What follows belongs to an exercise in optimizing a design on an open flow for small area; a production flow would make more cautious choices. No functional check of the RTL was part of this run. Power is estimated from default activity; no workload was simulated.

[design.v]
module top(y, x, c0, c1, c2, clk, rst);
input clk;
input rst;
input [7:0] x;
input [7:0] c0;
input [7:0] c1;
input [7:0] c2;
output [15:0] y;
reg [7:0] xd;
reg [7:0] c0d;
reg [15:0] s2q;
wire [7:0] xg = x & {8{~rst}};
wire [7:0] xdg = xd & {8{~rst}};
wire [15:0] s2n;
wire p1;
wire p2;
wire p3;
wire p4;
wire p5;
wire p6;
wire p7;
wire p8;
wire p9;
wire p10;
wire p11;
wire p12;
wire p13;
wire p14;
wire p15;
wire p16;
wire p17;
wire p18;
wire p19;
wire p20;
wire p21;
wire p22;
wire p23;
wire p24;
wire p25;
wire p26;
wire p27;
wire p28;
wire p29;
wire p30;
wire p31;
wire p32;
wire p33;
wire p34;
wire p35;
wire p36;
wire p37;
wire p38;
wire p39;
wire p40;
wire p41;
wire p42;
wire p43;
wire p44;
wire p45;
wire p46;
wire p47;
wire p48;
wire p49;
wire p50;
wire p51;
wire p52;
wire p53;
wire p54;
wire p55;
wire p56;
wire p57;
wire p58;
wire p59;
wire p60;
wire p61;
wire p62;
wire p63;
wire p64;
wire p65;
wire p66;
wire p67;
wire p68;
wire p69;
wire p70;
wire p71;
wire p72;
wire p73;
wire p74;
wire p75;
wire p76;
wire p77;
wire p78;
wire p79;
wire p80;
wire p81;
wire p82;
wire p83;
wire p84;
wire p85;
wire p86;
wire p87;
wire p88;
wire p89;
wire p90;
wire p91;
wire p92;
wire p93;
wire p94;
wire p95;
wire p96;
wire p97;
wire p98;
wire p99;
wire p100;
wire p101;
wire p102;
wire p103;
wire p104;
wire p105;
wire p106;
wire p107;
wire p108;
wire p109;
wire p110;
wire p111;
wire p112;
wire p113;
wire p114;
wire p115;
wire p116;
wire p117;
wire p118;
wire p119;
wire p120;
wire p121;
wire p122;
wire p123;
wire p124;
wire p125;
wire p126;
wire p127;
wire p128;
wire n129;
wire n130;
wire s131;
wire c132;
wire s133;
wire c134;
wire n135;
wire s136;
wire c137;
wire s138;
wire c139;
wire s140;
wire c141;
wire s142;
wire c143;
wire n144;
wire n145;
wire s146;
wire c147;
wire s148;
wire c149;
wire s150;
wire c151;
wire s152;
wire c153;
wire s154;
wire c155;
wire s156;
wire c157;
wire n158;
wire s159;
wire c160;
wire s161;
wire c162;
wire s163;
wire c164;
wire s165;
wire c166;
wire s167;
wire c168;
wire s169;
wire c170;
wire s171;
wire c172;
wire s173;
wire c174;
wire n175;
wire s176;
wire c177;
wire s178;
wire c179;
wire s180;
wire c181;
wire s182;
wire c183;
wire s184;
wire c185;
wire s186;
wire c187;
wire s188;
wire c189;
wire s190;
wire c191;
wire s192;
wire c193;
wire s194;
wire c195;
wire n196;
wire s197;
wire c198;
wire s199;
wire c200;
wire s201;
wire c202;
wire s203;
wire c204;
wire s205;
wire c206;
wire s207;
wire c208;
wire s209;
wire c210;
wire s211;
wire c212;
wire s213;
wire c214;
wire s215;
wire c216;
wire s217;
wire c218;
wire s219;
wire c220;
wire n221;
wire s222;
wire c223;
wire s224;
wire c225;
wire s226;
wire c227;
wire s228;
wire c229;
wire s230;
wire c231;
wire s232;
wire c233;
wire s234;
wire c235;
wire s236;
wire c237;
wire s238;
wire c239;
wire s240;
wire c241;
wire s242;
wire c243;
wire s244;
wire c245;
wire s246;
wire c247;
wire s248;
wire c249;
wire n250;
wire s251;
wire c252;
wire s253;
wire c254;
wire s255;
wire c256;
wire s257;
wire c258;
wire s259;
wire c260;
wire s261;
wire c262;
wire s263;
wire c264;
wire s265;
wire c266;
wire s267;
wire c268;
wire s269;
wire c270;
wire s271;
wire c272;
wire s273;
wire c274;
wire s275;
wire c276;
wire s277;
wire c278;
wire n279;
wire s280;
wire c281;
wire s282;
wire c283;
wire s284;
wire c285;
wire s286;
wire c287;
wire s288;
wire c289;
wire s290;
wire c291;
wire s292;
wire c293;
wire s294;
wire c295;
wire s296;
wire c297;
wire s298;
wire c299;
wire s300;
wire c301;
wire s302;
wire c303;
wire s304;
wire c305;
wire s306;
wire c307;
wire s308;
wire c309;
wire s310;
wire c311;
wire s312;
wire c313;
wire s314;
wire c315;
wire s316;
wire c317;
wire s318;
wire c319;
wire s320;
wire c321;
wire s322;
wire c323;
wire s324;
wire c325;
wire s326;
wire c327;
wire s328;
wire c329;
wire s330;
wire c331;
wire s332;
wire c333;
wire s334;
wire c335;
wire s336;
wire c337;
wire s338;
wire c339;
wire s340;
wire c341;
wire s342;
wire c343;
wire s344;
wire c345;
wire s346;
wire c347;
wire s348;
wire c349;
wire s350;
wire c351;
wire s352;
wire c353;
wire s354;
wire c355;
wire s356;
wire c357;
wire s358;
wire c359;
wire s360;
wire c361;
wire s362;
wire c363;
wire s364;
wire c365;
wire s366;
wire c367;
wire s368;
wire c369;
wire s370;
wire c371;
wire s372;
wire c373;
wire s374;
wire c375;
wire s376;
wire c377;
wire x378;
wire x379;
wire p380;
wire p381;
wire p382;
wire p383;
wire p384;
wire p385;
wire p386;
wire p387;
wire p388;
wire p389;
wire p390;
wire p391;
wire p392;
wire p393;
wire p394;
wire p395;
wire p396;
wire p397;
wire p398;
wire p399;
wire p400;
wire p401;
wire p402;
wire p403;
wire p404;
wire p405;
wire p406;
wire p407;
wire p408;
wire p409;
wire p410;
wire p411;
wire p412;
wire p413;
wire p414;
wire p415;
wire p416;
wire p417;
wire p418;
wire p419;
wire p420;
wire p421;
wire p422;
wire p423;
wire p424;
wire p425;
wire p426;
wire p427;
wire p428;
wire p429;
wire p430;
wire p431;
wire p432;
wire p433;
wire p434;
wire p435;
wire p436;
wire p437;
wire p438;
wire p439;
wire p440;
wire p441;
wire p442;
wire p443;
wire n444;
wire s445;
wire c446;
wire s447;
wire c448;
wire n449;
wire s450;
wire c451;
wire s452;
wire c453;
wire n454;
wire s455;
wire c456;
wire n457;
wire s458;
wire c459;
wire s460;
wire c461;
wire s462;
wire c463;
wire n464;
wire s465;
wire c466;
wire n467;
wire s468;
wire c469;
wire s470;
wire c471;
wire n472;
wire s473;
wire c474;
wire s475;
wire c476;
wire s477;
wire c478;
wire n479;
wire s480;
wire c481;
wire s482;
wire c483;
wire s484;
wire c485;
wire s486;
wire c487;
wire s488;
wire c489;
wire n490;
wire s491;
wire c492;
wire n493;
wire s494;
wire c495;
wire s496;
wire c497;
wire s498;
wire c499;
wire s500;
wire c501;
wire n502;
wire s503;
wire c504;
wire s505;
wire c506;
wire s507;
wire c508;
wire n509;
wire s510;
wire c511;
wire s512;
wire c513;
wire s514;
wire c515;
wire n516;
wire s517;
wire c518;
wire s519;
wire c520;
wire s521;
wire c522;
wire s523;
wire c524;
wire s525;
wire c526;
wire n527;
wire s528;
wire c529;
wire s530;
wire c531;
wire s532;
wire c533;
wire s534;
wire c535;
wire s536;
wire c537;
wire s538;
wire c539;
wire s540;
wire c541;
wire s542;
wire c543;
wire n544;
wire s545;
wire c546;
wire s547;
wire c548;
wire s549;
wire c550;
wire s551;
wire c552;
wire s553;
wire c554;
wire s555;
wire c556;
wire s557;
wire c558;
wire n559;
wire s560;
wire c561;
wire n562;
wire s563;
wire c564;
wire s565;
wire c566;
wire s567;
wire c568;
wire s569;
wire c570;
wire s571;
wire c572;
wire s573;
wire c574;
wire n575;
wire s576;
wire c577;
wire s578;
wire c579;
wire s580;
wire c581;
wire s582;
wire c583;
wire s584;
wire c585;
wire n586;
wire s587;
wire c588;
wire s589;
wire c590;
wire s591;
wire c592;
wire s593;
wire c594;
wire n595;
wire s596;
wire c597;
wire s598;
wire c599;
wire s600;
wire c601;
wire n602;
wire s603;
wire c604;
wire s605;
wire c606;
wire n607;
wire x608;
wire x609;
nand_cell u1 (.a(xdg[0]), .b(c0d[0]), .y(p1));
nand_cell u2 (.a(xdg[0]), .b(c0d[1]), .y(p2));
nand_cell u3 (.a(xdg[0]), .b(c0d[2]), .y(p3));
nand_cell u4 (.a(xdg[0]), .b(c0d[3]), .y(p4));
nand_cell u5 (.a(xdg[0]), .b(c0d[4]), .y(p5));
nand_cell u6 (.a(xdg[0]), .b(c0d[5]), .y(p6));
nand_cell u7 (.a(xdg[0]), .b(c0d[6]), .y(p7));
and_cell u8 (.a(xdg[0]), .b(c0d[7]), .y(p8));
nand_cell u9 (.a(xdg[1]), .b(c0d[0]), .y(p9));
nand_cell u10 (.a(xdg[1]), .b(c0d[1]), .y(p10));
nand_cell u11 (.a(xdg[1]), .b(c0d[2]), .y(p11));
nand_cell u12 (.a(xdg[1]), .b(c0d[3]), .y(p12));
nand_cell u13 (.a(xdg[1]), .b(c0d[4]), .y(p13));
nand_cell u14 (.a(xdg[1]), .b(c0d[5]), .y(p14));
nand_cell u15 (.a(xdg[1]), .b(c0d[6]), .y(p15));
and_cell u16 (.a(xdg[1]), .b(c0d[7]), .y(p16));
nand_cell u17 (.a(xdg[2]), .b(c0d[0]), .y(p17));
nand_cell u18 (.a(xdg[2]), .b(c0d[1]), .y(p18));
nand_cell u19 (.a(xdg[2]), .b(c0d[2]), .y(p19));
nand_cell u20 (.a(xdg[2]), .b(c0d[3]), .y(p20));
nand_cell u21 (.a(xdg[2]), .b(c0d[4]), .y(p21));
nand_cell u22 (.a(xdg[2]), .b(c0d[5]), .y(p22));
nand_cell u23 (.a(xdg[2]), .b(c0d[6]), .y(p23));
and_cell u24 (.a(xdg[2]), .b(c0d[7]), .y(p24));
nand_cell u25 (.a(xdg[3]), .b(c0d[0]), .y(p25));
nand_cell u26 (.a(xdg[3]), .b(c0d[1]), .y(p26));
nand_cell u27 (.a(xdg[3]), .b(c0d[2]), .y(p27));
nand_cell u28 (.a(xdg[3]), .b(c0d[3]), .y(p28));
nand_cell u29 (.a(xdg[3]), .b(c0d[4]), .y(p29));
nand_cell u30 (.a(xdg[3]), .b(c0d[5]), .y(p30));
nand_cell u31 (.a(xdg[3]), .b(c0d[6]), .y(p31));
and_cell u32 (.a(xdg[3]), .b(c0d[7]), .y(p32));
nand_cell u33 (.a(xdg[4]), .b(c0d[0]), .y(p33));
nand_cell u34 (.a(xdg[4]), .b(c0d[1]), .y(p34));
nand_cell u35 (.a(xdg[4]), .b(c0d[2]), .y(p35));
nand_cell u36 (.a(xdg[4]), .b(c0d[3]), .y(p36));
nand_cell u37 (.a(xdg[4]), .b(c0d[4]), .y(p37));
nand_cell u38 (.a(xdg[4]), .b(c0d[5]), .y(p38));
nand_cell u39 (.a(xdg[4]), .b(c0d[6]), .y(p39));
and_cell u40 (.a(xdg[4]), .b(c0d[7]), .y(p40));
nand_cell u41 (.a(xdg[5]), .b(c0d[0]), .y(p41));
nand_cell u42 (.a(xdg[5]), .b(c0d[1]), .y(p42));
nand_cell u43 (.a(xdg[5]), .b(c0d[2]), .y(p43));
nand_cell u44 (.a(xdg[5]), .b(c0d[3]), .y(p44));
nand_cell u45 (.a(xdg[5]), .b(c0d[4]), .y(p45));
nand_cell u46 (.a(xdg[5]), .b(c0d[5]), .y(p46));
nand_cell u47 (.a(xdg[5]), .b(c0d[6]), .y(p47));
and_cell u48 (.a(xdg[5]), .b(c0d[7]), .y(p48));
nand_cell u49 (.a(xdg[6]), .b(c0d[0]), .y(p49));
nand_cell u50 (.a(xdg[6]), .b(c0d[1]), .y(p50));
nand_cell u51 (.a(xdg[6]), .b(c0d[2]), .y(p51));
nand_cell u52 (.a(xdg[6]), .b(c0d[3]), .y(p52));
nand_cell u53 (.a(xdg[6]), .b(c0d[4]), .y(p53));
nand_cell u54 (.a(xdg[6]), .b(c0d[5]), .y(p54));
nand_cell u55 (.a(xdg[6]), .b(c0d[6]), .y(p55));
and_cell u56 (.a(xdg[6]), .b(c0d[7]), .y(p56));
and_cell u57 (.a(xdg[7]), .b(c0d[0]), .y(p57));
and_cell u58 (.a(xdg[7]), .b(c0d[1]), .y(p58));
and_cell u59 (.a(xdg[7]), .b(c0d[2]), .y(p59));
and_cell u60 (.a(xdg[7]), .b(c0d[3]), .y(p60));
and_cell u61 (.a(xdg[7]), .b(c0d[4]), .y(p61));
and_cell u62 (.a(xdg[7]), .b(c0d[5]), .y(p62));
and_cell u63 (.a(xdg[7]), .b(c0d[6]), .y(p63));
nand_cell u64 (.a(xdg[7]), .b(c0d[7]), .y(p64));
nand_cell u65 (.a(xg[0]), .b(c1[0]), .y(p65));
nand_cell u66 (.a(xg[0]), .b(c1[1]), .y(p66));
nand_cell u67 (.a(xg[0]), .b(c1[2]), .y(p67));
nand_cell u68 (.a(xg[0]), .b(c1[3]), .y(p68));
nand_cell u69 (.a(xg[0]), .b(c1[4]), .y(p69));
nand_cell u70 (.a(xg[0]), .b(c1[5]), .y(p70));
nand_cell u71 (.a(xg[0]), .b(c1[6]), .y(p71));
and_cell u72 (.a(xg[0]), .b(c1[7]), .y(p72));
nand_cell u73 (.a(xg[1]), .b(c1[0]), .y(p73));
nand_cell u74 (.a(xg[1]), .b(c1[1]), .y(p74));
nand_cell u75 (.a(xg[1]), .b(c1[2]), .y(p75));
nand_cell u76 (.a(xg[1]), .b(c1[3]), .y(p76));
nand_cell u77 (.a(xg[1]), .b(c1[4]), .y(p77));
nand_cell u78 (.a(xg[1]), .b(c1[5]), .y(p78));
nand_cell u79 (.a(xg[1]), .b(c1[6]), .y(p79));
and_cell u80 (.a(xg[1]), .b(c1[7]), .y(p80));
nand_cell u81 (.a(xg[2]), .b(c1[0]), .y(p81));
nand_cell u82 (.a(xg[2]), .b(c1[1]), .y(p82));
nand_cell u83 (.a(xg[2]), .b(c1[2]), .y(p83));
nand_cell u84 (.a(xg[2]), .b(c1[3]), .y(p84));
nand_cell u85 (.a(xg[2]), .b(c1[4]), .y(p85));
nand_cell u86 (.a(xg[2]), .b(c1[5]), .y(p86));
nand_cell u87 (.a(xg[2]), .b(c1[6]), .y(p87));
and_cell u88 (.a(xg[2]), .b(c1[7]), .y(p88));
nand_cell u89 (.a(xg[3]), .b(c1[0]), .y(p89));
nand_cell u90 (.a(xg[3]), .b(c1[1]), .y(p90));
nand_cell u91 (.a(xg[3]), .b(c1[2]), .y(p91));
nand_cell u92 (.a(xg[3]), .b(c1[3]), .y(p92));
nand_cell u93 (.a(xg[3]), .b(c1[4]), .y(p93));
nand_cell u94 (.a(xg[3]), .b(c1[5]), .y(p94));
nand_cell u95 (.a(xg[3]), .b(c1[6]), .y(p95));
and_cell u96 (.a(xg[3]), .b(c1[7]), .y(p96));
nand_cell u97 (.a(xg[4]), .b(c1[0]), .y(p97));
nand_cell u98 (.a(xg[4]), .b(c1[1]), .y(p98));
nand_cell u99 (.a(xg[4]), .b(c1[2]), .y(p99));
nand_cell u100 (.a(xg[4]), .b(c1[3]), .y(p100));
nand_cell u101 (.a(xg[4]), .b(c1[4]), .y(p101));
nand_cell u102 (.a(xg[4]), .b(c1[5]), .y(p102));
nand_cell u103 (.a(xg[4]), .b(c1[6]), .y(p103));
and_cell u104 (.a(xg[4]), .b(c1[7]), .y(p104));
nand_cell u105 (.a(xg[5]), .b(c1[0]), .y(p105));
nand_cell u106 (.a(xg[5]), .b(c1[1]), .y(p106));
nand_cell u107 (.a(xg[5]), .b(c1[2]), .y(p107));
nand_cell u108 (.a(xg[5]), .b(c1[3]), .y(p108));
nand_cell u109 (.a(xg[5]), .b(c1[4]), .y(p109));
nand_cell u110 (.a(xg[5]), .b(c1[5]), .y(p110));
nand_cell u111 (.a(xg[5]), .b(c1[6]), .y(p111));
and_cell u112 (.a(xg[5]), .b(c1[7]), .y(p112));
nand_cell u113 (.a(xg[6]), .b(c1[0]), .y(p113));
nand_cell u114 (.a(xg[6]), .b(c1[1]), .y(p114));
nand_cell u115 (.a(xg[6]), .b(c1[2]), .y(p115));
nand_cell u116 (.a(xg[6]), .b(c1[3]), .y(p116));
nand_cell u117 (.a(xg[6]), .b(c1[4]), .y(p117));
nand_cell u118 (.a(xg[6]), .b(c1[5]), .y(p118));
nand_cell u119 (.a(xg[6]), .b(c1[6]), .y(p119));
and_cell u120 (.a(xg[6]), .b(c1[7]), .y(p120));
and_cell u121 (.a(xg[7]), .b(c1[0]), .y(p121));
and_cell u122 (.a(xg[7]), .b(c1[1]), .y(p122));
and_cell u123 (.a(xg[7]), .b(c1[2]), .y(p123));
and_cell u124 (.a(xg[7]), .b(c1[3]), .y(p124));
and_cell u125 (.a(xg[7]), .b(c1[4]), .y(p125));
and_cell u126 (.a(xg[7]), .b(c1[5]), .y(p126));
and_cell u127 (.a(xg[7]), .b(c1[6]), .y(p127));
nand_cell u128 (.a(xg[7]), .b(c1[7]), .y(p128));
assign n129 = ~p1;
assign n130 = ~p65;
ha_cell u132 (.a(n129), .b(n130), .s(s131), .co(c132));
fa_cell u134 (.a(p2), .b(p9), .c(p66), .s(s133), .co(c134));
assign n135 = ~c132;
fa_cell u137 (.a(p73), .b(n135), .c(s133), .s(s136), .co(c137));
fa_cell u139 (.a(p3), .b(p10), .c(p17), .s(s138), .co(c139));
fa_cell u141 (.a(p67), .b(p74), .c(p81), .s(s140), .co(c141));
fa_cell u143 (.a(c134), .b(s138), .c(s140), .s(s142), .co(c143));
assign n144 = ~c137;
assign n145 = ~s142;
ha_cell u147 (.a(n144), .b(n145), .s(s146), .co(c147));
fa_cell u149 (.a(p4), .b(p11), .c(p18), .s(s148), .co(c149));
fa_cell u151 (.a(p25), .b(p68), .c(p75), .s(s150), .co(c151));
fa_cell u153 (.a(p82), .b(p89), .c(c139), .s(s152), .co(c153));
fa_cell u155 (.a(c141), .b(s148), .c(s150), .s(s154), .co(c155));
fa_cell u157 (.a(s152), .b(c143), .c(s154), .s(s156), .co(c157));
assign n158 = ~s156;
ha_cell u160 (.a(c147), .b(n158), .s(s159), .co(c160));
fa_cell u162 (.a(p5), .b(p12), .c(p19), .s(s161), .co(c162));
fa_cell u164 (.a(p26), .b(p33), .c(p69), .s(s163), .co(c164));
fa_cell u166 (.a(p76), .b(p83), .c(p90), .s(s165), .co(c166));
fa_cell u168 (.a(p97), .b(c149), .c(c151), .s(s167), .co(c168));
fa_cell u170 (.a(s161), .b(s163), .c(s165), .s(s169), .co(c170));
fa_cell u172 (.a(c153), .b(s167), .c(c155), .s(s171), .co(c172));
fa_cell u174 (.a(s169), .b(c157), .c(s171), .s(s173), .co(c174));
assign n175 = ~s173;
ha_cell u177 (.a(c160), .b(n175), .s(s176), .co(c177));
fa_cell u179 (.a(p6), .b(p13), .c(p20), .s(s178), .co(c179));
fa_cell u181 (.a(p27), .b(p34), .c(p41), .s(s180), .co(c181));
fa_cell u183 (.a(p70), .b(p77), .c(p84), .s(s182), .co(c183));
fa_cell u185 (.a(p91), .b(p98), .c(p105), .s(s184), .co(c185));
fa_cell u187 (.a(c162), .b(c164), .c(c166), .s(s186), .co(c187));
fa_cell u189 (.a(s178), .b(s180), .c(s182), .s(s188), .co(c189));
fa_cell u191 (.a(s184), .b(c168), .c(s186), .s(s190), .co(c191));
fa_cell u193 (.a(c170), .b(s188), .c(c172), .s(s192), .co(c193));
fa_cell u195 (.a(s190), .b(c174), .c(s192), .s(s194), .co(c195));
assign n196 = ~s194;
ha_cell u198 (.a(c177), .b(n196), .s(s197), .co(c198));
fa_cell u200 (.a(p7), .b(p14), .c(p21), .s(s199), .co(c200));
fa_cell u202 (.a(p28), .b(p35), .c(p42), .s(s201), .co(c202));
fa_cell u204 (.a(p49), .b(p71), .c(p78), .s(s203), .co(c204));
fa_cell u206 (.a(p85), .b(p92), .c(p99), .s(s205), .co(c206));
fa_cell u208 (.a(p106), .b(p113), .c(c179), .s(s207), .co(c208));
fa_cell u210 (.a(c181), .b(c183), .c(c185), .s(s209), .co(c210));
fa_cell u212 (.a(s199), .b(s201), .c(s203), .s(s211), .co(c212));
fa_cell u214 (.a(s205), .b(c187), .c(s207), .s(s213), .co(c214));
fa_cell u216 (.a(s209), .b(c189), .c(s211), .s(s215), .co(c216));
fa_cell u218 (.a(c191), .b(s213), .c(s215), .s(s217), .co(c218));
fa_cell u220 (.a(c193), .b(s217), .c(c195), .s(s219), .co(c220));
assign n221 = ~s219;
ha_cell u223 (.a(c198), .b(n221), .s(s222), .co(c223));
fa_cell u225 (.a(p8), .b(p15), .c(p22), .s(s224), .co(c225));
fa_cell u227 (.a(p29), .b(p36), .c(p43), .s(s226), .co(c227));
fa_cell u229 (.a(p50), .b(p57), .c(p72), .s(s228), .co(c229));
fa_cell u231 (.a(p79), .b(p86), .c(p93), .s(s230), .co(c231));
fa_cell u233 (.a(p100), .b(p107), .c(p114), .s(s232), .co(c233));
fa_cell u235 (.a(p121), .b(c200), .c(c202), .s(s234), .co(c235));
fa_cell u237 (.a(c204), .b(c206), .c(s224), .s(s236), .co(c237));
fa_cell u239 (.a(s226), .b(s228), .c(s230), .s(s238), .co(c239));
fa_cell u241 (.a(s232), .b(c208), .c(c210), .s(s240), .co(c241));
fa_cell u243 (.a(s234), .b(c212), .c(s236), .s(s242), .co(c243));
fa_cell u245 (.a(s238), .b(c214), .c(s240), .s(s244), .co(c245));
fa_cell u247 (.a(c216), .b(s242), .c(s244), .s(s246), .co(c247));
fa_cell u249 (.a(c218), .b(s246), .c(c220), .s(s248), .co(c249));
assign n250 = ~s248;
ha_cell u252 (.a(c223), .b(n250), .s(s251), .co(c252));
ha_cell u254 (.a(p16), .b(p23), .s(s253), .co(c254));
fa_cell u256 (.a(p30), .b(p37), .c(p44), .s(s255), .co(c256));
fa_cell u258 (.a(p51), .b(p58), .c(p80), .s(s257), .co(c258));
fa_cell u260 (.a(p87), .b(p94), .c(p101), .s(s259), .co(c260));
fa_cell u262 (.a(p108), .b(p115), .c(p122), .s(s261), .co(c262));
fa_cell u264 (.a(s253), .b(c225), .c(c227), .s(s263), .co(c264));
fa_cell u266 (.a(c229), .b(c231), .c(c233), .s(s265), .co(c266));
fa_cell u268 (.a(s255), .b(s257), .c(s259), .s(s267), .co(c268));
fa_cell u270 (.a(s261), .b(c235), .c(c237), .s(s269), .co(c270));
fa_cell u272 (.a(s263), .b(s265), .c(c239), .s(s271), .co(c272));
fa_cell u274 (.a(s267), .b(c241), .c(c243), .s(s273), .co(c274));
fa_cell u276 (.a(s269), .b(s271), .c(c245), .s(s275), .co(c276));
fa_cell u278 (.a(s273), .b(c247), .c(s275), .s(s277), .co(c278));
assign n279 = ~c252;
fa_cell u281 (.a(s277), .b(c249), .c(n279), .s(s280), .co(c281));
ha_cell u283 (.a(p24), .b(p31), .s(s282), .co(c283));
fa_cell u285 (.a(p38), .b(p45), .c(p52), .s(s284), .co(c285));
fa_cell u287 (.a(p59), .b(p88), .c(p95), .s(s286), .co(c287));
fa_cell u289 (.a(p102), .b(p109), .c(p116), .s(s288), .co(c289));
fa_cell u291 (.a(p123), .b(c254), .c(s282), .s(s290), .co(c291));
fa_cell u293 (.a(c256), .b(c258), .c(c260), .s(s292), .co(c293));
fa_cell u295 (.a(c262), .b(s284), .c(s286), .s(s294), .co(c295));
fa_cell u297 (.a(s288), .b(s290), .c(c264), .s(s296), .co(c297));
fa_cell u299 (.a(c266), .b(s292), .c(c268), .s(s298), .co(c299));
fa_cell u301 (.a(s294), .b(c270), .c(s296), .s(s300), .co(c301));
fa_cell u303 (.a(c272), .b(s298), .c(c274), .s(s302), .co(c303));
fa_cell u305 (.a(s300), .b(c276), .c(s302), .s(s304), .co(c305));
fa_cell u307 (.a(c278), .b(s304), .c(c281), .s(s306), .co(c307));
fa_cell u309 (.a(p32), .b(p39), .c(p46), .s(s308), .co(c309));
fa_cell u311 (.a(p53), .b(p60), .c(p96), .s(s310), .co(c311));
fa_cell u313 (.a(p103), .b(p110), .c(p117), .s(s312), .co(c313));
fa_cell u315 (.a(p124), .b(c283), .c(c285), .s(s314), .co(c315));
fa_cell u317 (.a(c287), .b(c289), .c(s308), .s(s316), .co(c317));
fa_cell u319 (.a(s310), .b(s312), .c(c291), .s(s318), .co(c319));
fa_cell u321 (.a(c293), .b(s314), .c(c295), .s(s320), .co(c321));
fa_cell u323 (.a(s316), .b(s318), .c(c297), .s(s322), .co(c323));
fa_cell u325 (.a(c299), .b(s320), .c(s322), .s(s324), .co(c325));
fa_cell u327 (.a(c301), .b(c303), .c(s324), .s(s326), .co(c327));
fa_cell u329 (.a(c305), .b(s326), .c(c307), .s(s328), .co(c329));
fa_cell u331 (.a(p40), .b(p47), .c(p54), .s(s330), .co(c331));
fa_cell u333 (.a(p61), .b(p104), .c(p111), .s(s332), .co(c333));
fa_cell u335 (.a(p118), .b(p125), .c(c309), .s(s334), .co(c335));
fa_cell u337 (.a(c311), .b(c313), .c(s330), .s(s336), .co(c337));
fa_cell u339 (.a(s332), .b(c315), .c(c317), .s(s338), .co(c339));
fa_cell u341 (.a(s334), .b(s336), .c(c319), .s(s340), .co(c341));
fa_cell u343 (.a(c321), .b(s338), .c(s340), .s(s342), .co(c343));
fa_cell u345 (.a(c323), .b(s342), .c(c325), .s(s344), .co(c345));
fa_cell u347 (.a(c327), .b(s344), .c(c329), .s(s346), .co(c347));
fa_cell u349 (.a(p48), .b(p55), .c(p62), .s(s348), .co(c349));
fa_cell u351 (.a(p112), .b(p119), .c(p126), .s(s350), .co(c351));
fa_cell u353 (.a(c331), .b(c333), .c(s348), .s(s352), .co(c353));
fa_cell u355 (.a(s350), .b(c335), .c(c337), .s(s354), .co(c355));
fa_cell u357 (.a(s352), .b(c339), .c(s354), .s(s356), .co(c357));
fa_cell u359 (.a(c341), .b(s356), .c(c343), .s(s358), .co(c359));
fa_cell u361 (.a(s358), .b(c345), .c(c347), .s(s360), .co(c361));
fa_cell u363 (.a(p56), .b(p63), .c(p120), .s(s362), .co(c363));
fa_cell u365 (.a(p127), .b(c349), .c(c351), .s(s364), .co(c365));
fa_cell u367 (.a(s362), .b(c353), .c(s364), .s(s366), .co(c367));
fa_cell u369 (.a(c355), .b(s366), .c(c357), .s(s368), .co(c369));
fa_cell u371 (.a(s368), .b(c359), .c(c361), .s(s370), .co(c371));
fa_cell u373 (.a(p64), .b(p128), .c(c363), .s(s372), .co(c373));
fa_cell u375 (.a(c365), .b(s372), .c(c367), .s(s374), .co(c375));
fa_cell u377 (.a(s374), .b(c369), .c(c371), .s(s376), .co(c377));
assign x378 = c373 ^ c375;
assign x379 = x378 ^ c377;
nand_cell u380 (.a(x[0]), .b(c2[0]), .y(p380));
nand_cell u381 (.a(x[0]), .b(c2[1]), .y(p381));
nand_cell u382 (.a(x[0]), .b(c2[2]), .y(p382));
nand_cell u383 (.a(x[0]), .b(c2[3]), .y(p383));
nand_cell u384 (.a(x[0]), .b(c2[4]), .y(p384));
nand_cell u385 (.a(x[0]), .b(c2[5]), .y(p385));
nand_cell u386 (.a(x[0]), .b(c2[6]), .y(p386));
and_cell u387 (.a(x[0]), .b(c2[7]), .y(p387));
nand_cell u388 (.a(x[1]), .b(c2[0]), .y(p388));
nand_cell u389 (.a(x[1]), .b(c2[1]), .y(p389));
nand_cell u390 (.a(x[1]), .b(c2[2]), .y(p390));
nand_cell u391 (.a(x[1]), .b(c2[3]), .y(p391));
nand_cell u392 (.a(x[1]), .b(c2[4]), .y(p392));
nand_cell u393 (.a(x[1]), .b(c2[5]), .y(p393));
nand_cell u394 (.a(x[1]), .b(c2[6]), .y(p394));
and_cell u395 (.a(x[1]), .b(c2[7]), .y(p395));
nand_cell u396 (.a(x[2]), .b(c2[0]), .y(p396));
nand_cell u397 (.a(x[2]), .b(c2[1]), .y(p397));
nand_cell u398 (.a(x[2]), .b(c2[2]), .y(p398));
nand_cell u399 (.a(x[2]), .b(c2[3]), .y(p399));
nand_cell u400 (.a(x[2]), .b(c2[4]), .y(p400));
nand_cell u401 (.a(x[2]), .b(c2[5]), .y(p401));
nand_cell u402 (.a(x[2]), .b(c2[6]), .y(p402));
and_cell u403 (.a(x[2]), .b(c2[7]), .y(p403));
nand_cell u404 (.a(x[3]), .b(c2[0]), .y(p404));
nand_cell u405 (.a(x[3]), .b(c2[1]), .y(p405));
nand_cell u406 (.a(x[3]), .b(c2[2]), .y(p406));
nand_cell u407 (.a(x[3]), .b(c2[3]), .y(p407));
nand_cell u408 (.a(x[3]), .b(c2[4]), .y(p408));
nand_cell u409 (.a(x[3]), .b(c2[5]), .y(p409));
nand_cell u410 (.a(x[3]), .b(c2[6]), .y(p410));
and_cell u411 (.a(x[3]), .b(c2[7]), .y(p411));
nand_cell u412 (.a(x[4]), .b(c2[0]), .y(p412));
nand_cell u413 (.a(x[4]), .b(c2[1]), .y(p413));
nand_cell u414 (.a(x[4]), .b(c2[2]), .y(p414));
nand_cell u415 (.a(x[4]), .b(c2[3]), .y(p415));
nand_cell u416 (.a(x[4]), .b(c2[4]), .y(p416));
nand_cell u417 (.a(x[4]), .b(c2[5]), .y(p417));
nand_cell u418 (.a(x[4]), .b(c2[6]), .y(p418));
and_cell u419 (.a(x[4]), .b(c2[7]), .y(p419));
nand_cell u420 (.a(x[5]), .b(c2[0]), .y(p420));
nand_cell u421 (.a(x[5]), .b(c2[1]), .y(p421));
nand_cell u422 (.a(x[5]), .b(c2[2]), .y(p422));
nand_cell u423 (.a(x[5]), .b(c2[3]), .y(p423));
nand_cell u424 (.a(x[5]), .b(c2[4]), .y(p424));
nand_cell u425 (.a(x[5]), .b(c2[5]), .y(p425));
nand_cell u426 (.a(x[5]), .b(c2[6]), .y(p426));
and_cell u427 (.a(x[5]), .b(c2[7]), .y(p427));
nand_cell u428 (.a(x[6]), .b(c2[0]), .y(p428));
nand_cell u429 (.a(x[6]), .b(c2[1]), .y(p429));
nand_cell u430 (.a(x[6]), .b(c2[2]), .y(p430));
nand_cell u431 (.a(x[6]), .b(c2[3]), .y(p431));
nand_cell u432 (.a(x[6]), .b(c2[4]), .y(p432));
nand_cell u433 (.a(x[6]), .b(c2[5]), .y(p433));
nand_cell u434 (.a(x[6]), .b(c2[6]), .y(p434));
and_cell u435 (.a(x[6]), .b(c2[7]), .y(p435));
and_cell u436 (.a(x[7]), .b(c2[0]), .y(p436));
and_cell u437 (.a(x[7]), .b(c2[1]), .y(p437));
and_cell u438 (.a(x[7]), .b(c2[2]), .y(p438));
and_cell u439 (.a(x[7]), .b(c2[3]), .y(p439));
and_cell u440 (.a(x[7]), .b(c2[4]), .y(p440));
and_cell u441 (.a(x[7]), .b(c2[5]), .y(p441));
and_cell u442 (.a(x[7]), .b(c2[6]), .y(p442));
nand_cell u443 (.a(x[7]), .b(c2[7]), .y(p443));
assign n444 = ~p380;
ha_cell u446 (.a(s2q[0]), .b(n444), .s(s445), .co(c446));
fa_cell u448 (.a(s2q[1]), .b(p381), .c(p388), .s(s447), .co(c448));
assign n449 = ~s447;
ha_cell u451 (.a(c446), .b(n449), .s(s450), .co(c451));
fa_cell u453 (.a(p382), .b(p389), .c(p396), .s(s452), .co(c453));
assign n454 = ~s2q[2];
fa_cell u456 (.a(n454), .b(c448), .c(s452), .s(s455), .co(c456));
assign n457 = ~s455;
ha_cell u459 (.a(c451), .b(n457), .s(s458), .co(c459));
fa_cell u461 (.a(p383), .b(p390), .c(p397), .s(s460), .co(c461));
fa_cell u463 (.a(p404), .b(c453), .c(s460), .s(s462), .co(c463));
assign n464 = ~s2q[3];
fa_cell u466 (.a(n464), .b(c456), .c(s462), .s(s465), .co(c466));
assign n467 = ~s465;
ha_cell u469 (.a(c459), .b(n467), .s(s468), .co(c469));
fa_cell u471 (.a(p384), .b(p391), .c(p398), .s(s470), .co(c471));
assign n472 = ~s2q[4];
fa_cell u474 (.a(n472), .b(p405), .c(p412), .s(s473), .co(c474));
fa_cell u476 (.a(c461), .b(s470), .c(s473), .s(s475), .co(c476));
fa_cell u478 (.a(c463), .b(s475), .c(c466), .s(s477), .co(c478));
assign n479 = ~s477;
ha_cell u481 (.a(c469), .b(n479), .s(s480), .co(c481));
fa_cell u483 (.a(p385), .b(p392), .c(p399), .s(s482), .co(c483));
fa_cell u485 (.a(p406), .b(p413), .c(p420), .s(s484), .co(c485));
fa_cell u487 (.a(c471), .b(c474), .c(s482), .s(s486), .co(c487));
fa_cell u489 (.a(s484), .b(c476), .c(s486), .s(s488), .co(c489));
assign n490 = ~s2q[5];
fa_cell u492 (.a(n490), .b(s488), .c(c478), .s(s491), .co(c492));
assign n493 = ~s491;
ha_cell u495 (.a(c481), .b(n493), .s(s494), .co(c495));
fa_cell u497 (.a(p386), .b(p393), .c(p400), .s(s496), .co(c497));
fa_cell u499 (.a(p407), .b(p414), .c(p421), .s(s498), .co(c499));
fa_cell u501 (.a(p428), .b(c483), .c(c485), .s(s500), .co(c501));
assign n502 = ~s2q[6];
fa_cell u504 (.a(n502), .b(s496), .c(s498), .s(s503), .co(c504));
fa_cell u506 (.a(c487), .b(s500), .c(s503), .s(s505), .co(c506));
fa_cell u508 (.a(c489), .b(s505), .c(c492), .s(s507), .co(c508));
assign n509 = ~s507;
ha_cell u511 (.a(c495), .b(n509), .s(s510), .co(c511));
fa_cell u513 (.a(p387), .b(p394), .c(p401), .s(s512), .co(c513));
fa_cell u515 (.a(p408), .b(p415), .c(p422), .s(s514), .co(c515));
assign n516 = ~s2q[7];
fa_cell u518 (.a(n516), .b(p429), .c(p436), .s(s517), .co(c518));
fa_cell u520 (.a(c497), .b(c499), .c(s512), .s(s519), .co(c520));
fa_cell u522 (.a(s514), .b(s517), .c(c501), .s(s521), .co(c522));
fa_cell u524 (.a(c504), .b(s519), .c(s521), .s(s523), .co(c524));
fa_cell u526 (.a(c506), .b(s523), .c(c508), .s(s525), .co(c526));
assign n527 = ~s525;
ha_cell u529 (.a(c511), .b(n527), .s(s528), .co(c529));
fa_cell u531 (.a(s2q[8]), .b(p395), .c(p402), .s(s530), .co(c531));
fa_cell u533 (.a(p409), .b(p416), .c(p423), .s(s532), .co(c533));
fa_cell u535 (.a(p430), .b(p437), .c(c513), .s(s534), .co(c535));
fa_cell u537 (.a(c515), .b(c518), .c(s530), .s(s536), .co(c537));
fa_cell u539 (.a(s532), .b(c520), .c(s534), .s(s538), .co(c539));
fa_cell u541 (.a(s536), .b(c522), .c(s538), .s(s540), .co(c541));
fa_cell u543 (.a(c524), .b(s540), .c(c526), .s(s542), .co(c543));
assign n544 = ~s542;
ha_cell u546 (.a(c529), .b(n544), .s(s545), .co(c546));
fa_cell u548 (.a(s2q[9]), .b(p403), .c(p410), .s(s547), .co(c548));
fa_cell u550 (.a(p417), .b(p424), .c(p431), .s(s549), .co(c550));
fa_cell u552 (.a(p438), .b(c531), .c(c533), .s(s551), .co(c552));
fa_cell u554 (.a(s547), .b(s549), .c(c535), .s(s553), .co(c554));
fa_cell u556 (.a(c537), .b(s551), .c(s553), .s(s555), .co(c556));
fa_cell u558 (.a(c539), .b(s555), .c(c541), .s(s557), .co(c558));
assign n559 = ~c546;
fa_cell u561 (.a(s557), .b(c543), .c(n559), .s(s560), .co(c561));
assign n562 = ~s560;
fa_cell u564 (.a(s2q[10]), .b(p411), .c(p418), .s(s563), .co(c564));
fa_cell u566 (.a(p425), .b(p432), .c(p439), .s(s565), .co(c566));
fa_cell u568 (.a(c548), .b(c550), .c(s563), .s(s567), .co(c568));
fa_cell u570 (.a(s565), .b(c552), .c(s567), .s(s569), .co(c570));
fa_cell u572 (.a(c554), .b(s569), .c(c556), .s(s571), .co(c572));
fa_cell u574 (.a(s571), .b(c558), .c(c561), .s(s573), .co(c574));
assign n575 = ~s573;
fa_cell u577 (.a(s2q[11]), .b(p419), .c(p426), .s(s576), .co(c577));
fa_cell u579 (.a(p433), .b(p440), .c(c564), .s(s578), .co(c579));
fa_cell u581 (.a(c566), .b(s576), .c(c568), .s(s580), .co(c581));
fa_cell u583 (.a(s578), .b(c570), .c(s580), .s(s582), .co(c583));
fa_cell u585 (.a(s582), .b(c572), .c(c574), .s(s584), .co(c585));
assign n586 = ~s584;
fa_cell u588 (.a(s2q[12]), .b(p427), .c(p434), .s(s587), .co(c588));
fa_cell u590 (.a(p441), .b(c577), .c(s587), .s(s589), .co(c590));
fa_cell u592 (.a(c579), .b(s589), .c(c581), .s(s591), .co(c592));
fa_cell u594 (.a(s591), .b(c583), .c(c585), .s(s593), .co(c594));
assign n595 = ~s593;
fa_cell u597 (.a(s2q[13]), .b(p435), .c(p442), .s(s596), .co(c597));
fa_cell u599 (.a(c588), .b(s596), .c(c590), .s(s598), .co(c599));
fa_cell u601 (.a(s598), .b(c592), .c(c594), .s(s600), .co(c601));
assign n602 = ~s600;
fa_cell u604 (.a(s2q[14]), .b(p443), .c(c597), .s(s603), .co(c604));
fa_cell u606 (.a(s603), .b(c599), .c(c601), .s(s605), .co(c606));
assign n607 = ~s605;
assign x608 = s2q[15] ^ c604;
assign x609 = x608 ^ c606;
assign y[0] = s445;
assign s2n[0] = s131;
assign y[1] = s450;
assign s2n[1] = s136;
assign y[2] = s458;
assign s2n[2] = s146;
assign y[3] = s468;
assign s2n[3] = s159;
assign y[4] = s480;
assign s2n[4] = s176;
assign y[5] = s494;
assign s2n[5] = s197;
assign y[6] = s510;
assign s2n[6] = s222;
assign y[7] = s528;
assign s2n[7] = s251;
assign y[8] = s545;
assign s2n[8] = s280;
assign y[9] = n562;
assign s2n[9] = s306;
assign y[10] = n575;
assign s2n[10] = s328;
assign y[11] = n586;
assign s2n[11] = s346;
assign y[12] = n595;
assign s2n[12] = s360;
assign y[13] = n602;
assign s2n[13] = s370;
assign y[14] = n607;
assign s2n[14] = s376;
assign y[15] = x609;
assign s2n[15] = x379;
always @(posedge clk) begin
  xd <= xg;
  c0d <= c0;
  s2q <= s2n;
end
endmodule
module fa_cell(input a, input b, input c, output s, output co);
assign s = a ^ b ^ c;
assign co = (a & b) | (a & c) | (b & c);
endmodule
module ha_cell(input a, input b, output s, output co);
assign s = a ^ b;
assign co = a & b;
endmodule
module nand_cell(input a, input b, output y);
assign y = ~(a & b);
endmodule
module and_cell(input a, input b, output y);
assign y = a & b;
endmodule
[config.mk]
export PLATFORM = sky130hd
export DESIGN_NAME = top
export DESIGN_NICKNAME = top
export VERILOG_FILES = /design/flow/design.v
export SDC_FILE = /design/flow/constraint.sdc
export NUM_CORES = 4
export LEC_CHECK = 0
export CAP_MARGIN = 20
export CORE_MARGIN = 2
export CORE_UTILIZATION = 40
export SLEW_MARGIN = 20
export SYNTH_HIERARCHICAL = 1
export SYNTH_MINIMUM_KEEP_SIZE = 0
[constraint.sdc]
create_clock -name core_clock -period 10.0 [get_ports {clk}]
set_input_delay 2.0000 -clock core_clock [delete_from_list [all_inputs] [get_ports {clk}]]
set_output_delay 2.0000 -clock core_clock [all_outputs]
set_load 0.01 [all_outputs]
[run.sh]
#!/bin/bash
# synth_recipe.tcl (not shown) runs the flow's synth.tcl, then flattens the netlist and writes it again
# the make line also repeats each setting of config.mk as NAME=value (left out here)
make -C /OpenROAD-flow-scripts/flow DESIGN_CONFIG=/design/flow/config.mk WORK_HOME=/design/flow/orfs CLKGATE_MAP_FILE= SYNTH_SCRIPT=/design/flow/synth_recipe.tcl finish
==> run summary <==
path summary, 6_finish.rpt:
| kind | endpoint | start | slack [ps] |
|---|---|---|---|
| setup reg to reg | s2q[15] | xd[1] | 2990 |
| hold reg to reg | s2q[0] | c0d[0] | 820 |
| setup / recovery | y[14] | x[0] | -20 |
| hold / removal | s2q[0] | c0d[0] | 820 |
state kept, by name, indices dropped and copies added, names as in the netlist:
signal	cells
c0d	8
xd	8
s2q	16
cell usage in the layout (no fill, tap or decap):
cell / Yosys / final
clkbuf_16: 0 / 5
and2_1: 42 / 42
xor3_1: 2 / 2
dlymetal6s2s_1: 0 / 1
buf_2: 0 / 2
nand2_1: 150 / 146
inv_1: 33 / 30
fa_1: 172 / 156
buf_8: 0 / 3
ha_1: 18 / 17
buf_4: 17 / 38
dfxtp_1: 32 / 32
ha_2: 0 / 1
clkbuf_8: 0 / 1
nor2b_1: 16 / 16
nand2_4: 0 / 2
dlygate4sd2_1: 0 / 3
nand2_2: 0 / 2
inv_2: 0 / 3
clkinv_2: 0 / 2
clkdlybuf4s50_1: 0 / 35
fa_2: 0 / 16
buf_6: 0 / 8
cells by family (layout without fill, tap and decap cells):
kind of cell  after synthesis  count (layout)  synth area share [%]
xor+xnor                    2               2                 0.859
fa+ha+maj                 190             190                  66.3
buf+inv                    50             131                  4.54
flops                      32              32                  11.6
simple gates              208             208                  16.7
modules after synthesis, one instance, submodules excluded:
module | cell area [sq um] | cells | copies in the design
ha_cell | 12.5 | 1 | 18
fa_cell | 20.0 | 1 | 172
and_cell | 6.26 | 1 | 42
nand_cell | 3.75 | 1 | 150
top | 1040 | 100 | 1
routing by layer:
layer	track usage, %	part of all wire, %	vias to the layer above	wire (microns)
met2	35.8	56	113	6830
met1	23.7	37	1938	4540
met4	4.02	1.9	0	228
li1	-	-	1583	-
met5	0	0	-	0
met3	2.86	5.5	18	673
power groups by stage:
stage	registers (mW)	clock network, mW	logic [mW]
finish	0.187	0.154	1.54
global route	0.193	0.166	1.78
CTS	0.188	0.161	1.60
detailed placement	0.190	0	1.54
global placement	0.191	0	1.53
floorplan	0.186	0	1.19
through the flow:
| stage | util [%] | setup WS (ps) | instances | setup TNS [ps] | instance area [sq um] |
|---|---|---|---|---|---|
| finish | 49.7 | -21.3 | 739 | -31.2 | 6660 |
| global route | 49.7 | -210 | 739 | -401 | 6660 |
| CTS | 49.4 | -376 | 738 | -751 | 6620 |
| detailed placement | 47.8 | -1300 | 727 | -3700 | 6400 |
| global placement | 47.8 | -1190 | 727 | -3280 | 6400 |
| floorplan | - | 7.01 | 482 | 0 | 5540 |
layout make-up:
cell class              instances  share of cell area, %
clock inverters                 2                  0.150
well taps                     176                   3.31
clock buffers                   6                   2.09
flip-flops and latches         32                   9.62
inverters                      33                   1.86
repair buffers                 90                   12.3
multi-input cells             400                   70.7
critical path, delay by kind of cell:
| family | cells | cell delay (ps) |
|---|---|---|
| fa+ha+maj | 15 | 5610 |
| buf+inv | 5 | 350 |
| simple gates | 1 | 50 |
repair_timing:
action                     CTS  global route
gates resized for setup     71            14
gates cloned                 0             0
hold buffers                 0             0
pin swaps                   18            17
setup buffers                3             1
setup endpoints to repair    5             4
==> summary.md <==
| Metric | Value |
|---|---|
| Post-synth top area share | `62.2%` |
| Clock share of power | `8.2%` |
| Hold slack | `819 ps` |
| Bufs on Longest Clock Path | `2` |
| Critical path's most frequent cell | `fa_2` |
| DRT Wirelength | `approximately 12,000 microns` |
| Sw frac | `40.9%` |
| Drt first-iter violations | `between 200 and 250` |
| Slowest CP cell | `fa_1` |
| Nets | `786` |
| Register share of total power | `9.9%` |
| Final Hold Viols | `0` |
| Achievable frequency | `99.8 MHz` |
| Synth warnings | `7` |
| Synth area leaders | `fa_1 62%, dfxtp_1 12%, nand2_1 10%` |
| Number of vias per cell | `between 4 and 5` |
| RSZ-0062 raised after global routing | `yes` |
| FF+latch count, synth | `32` |
| Slowest stage delay, CP | `570 ps` |
| Setup CP Type | `in -> out` |
| CTS tree | `built` |
| EDFF count, synth | `0` |
| Setup WS post-layout | `-21.3 ps` |
| Global route overflow | `0` |
| Post-synth top cells | `172 x fa_1, 150 x nand2_1, 42 x and2_1, 33 x inv_1, 32 x dfxtp_1` |
| Min-Delay Path Class | `reg -> reg` |
| Max Cap Violations | `0` |
| Combinational cell fraction of total power | `81.9%` |
| Max-slew headroom | `67.9%` |
| Mean Syn Cell Area | `11.5 sq um` |
| Mapped Nets | `706` |
| Worst slew pin tran | `481 ps` |
| Area leader, netlist | `fa_1` |
| Synth Instances | `482` |
| Status | `failed layout checks` |
| Worst setup SP type | `primary input` |
| Via count | `3,652` |
| Initial antenna violation count | `0` |
| Failed Checks | `setup timing` |
| Fraction of layout cells with a size suffix above 1 | `14.7%` |
| # diodes | `0` |
| Post-route DRC | `0` |
| Distinct cell type count of the synthesized netlist | `9` |
| Overall power | `1.88 mW` |
| Worst-path fanout max | `5` |
| Initial Utilization | `between 40% and 50%` |
| Core outline area | `13,400 sq um` |
| First-pass GRT wire length | `21,600 microns` |
| P per Cell Area | `283 nW/um^2` |
| Pre-antenna DRT Iters | `4` |
| Full die area | `around 15,000 sq um` |
| Post-DR wirelength/cell | `16.6 microns` |
| Max IR drop VDD | `0.238 mV` |
| Row cnt | `between 40 and 50` |
| Critical path capture point type | `primary output` |
| Leakage | `2.49 nW` |
| IO Port Bufs | `49` |
| Count leader, synth | `fa_1` |
| Critical path, cell by cell | `buf_8 -> nand2_4 -> fa_1 -> fa_1 -> fa_2 -> fa_2 -> fa_2 -> fa_2 -> fa_2 -> fa_1 -> inv_1 -> ha_2 -> inv_2 -> fa_2 -> fa_2 -> fa_2 -> fa_2 -> fa_2 -> fa_2 -> inv_2 -> buf_6` |
| Final Cycle Share | `100%` |
| ANT nets after route | `0` |
| Number of top-level pins | `50` |
| Worst hold stages | `3` |
| Area of the multi-input gates | `4700 sq um` |
| Pint | `1.11 mW` |
| Largest net degree at the start of global routing | `12` |
| Global Route Usage Sum | `19.2%` |
| Die Span Y | `122 microns` |
| Worst Skew | `3.14 ps` |
| Psw | `771 uW` |
| Num CTS Buffers | `5` |
| Post-layout min period | `10,020 ps` |
| Clock Tree Root | `clkbuf_16` |
| Max Slew Vio Count | `0` |
| Area delta synth->final | `20.3%` |
| Die Wd | `~120 microns` |
| Arrival time worst endpoint | `8020 ps` |
| DP HPWL | `10,600 microns` |
| Worst reg2reg path depth | `20` |
| Req. time, crit path | `around 8000 ps` |
| Gpl congestion | `0.863` |
| Post-synthesis async set-or-reset flop share | `0%` |
| Ys flop type | `dfxtp_1` |
| FF+latch area | `641 sq um` |
| Vias in the first global route | `4,388` |
| Setup violators final | `2` |
| Sequential fraction of the synthesis area | `11.6%` |
| Clock slew seen by the registers of the worst setup and hold paths | `50 ps` |
| CTS Sinks | `32` |
| Syn Std Cell Area | `5530 sq um` |
| Clock Latency Late Sink | `280 ps` |
| # H-tree levels | `2` |
| Fillcell total | `1,232` |

-- port drivers added, routing unchanged --
The results above use ideal ports. As a check the final layout listed here was re-extracted and re-timed, cells and wires unchanged. Step 1: set_driving_cell puts a clkbuf_16 on clk and a buf_2 on each other input, an assumption about the parent block. Step 2, shift: input delay + t, output delay - t, t = (earliest + latest rising clock arrival at the registers) / 2. This alone moves slack from input paths to output paths. Slacks: ideal ports / drivers / drivers and shift; pairs: ideal ports / drivers.
shift t [ns]: 0.311
setup WS [ns]: -0.021 / -0.083 / -0.083
hold slack, ns: 0.819 / 0.819 / 0.819
clock arrival spread, ns: 0.004 / 0.003
pins driven straight from the clock port: 1
For this run, drivers alone change the setup slack by -0.062 ns; drivers and shift together by -0.062 ns.
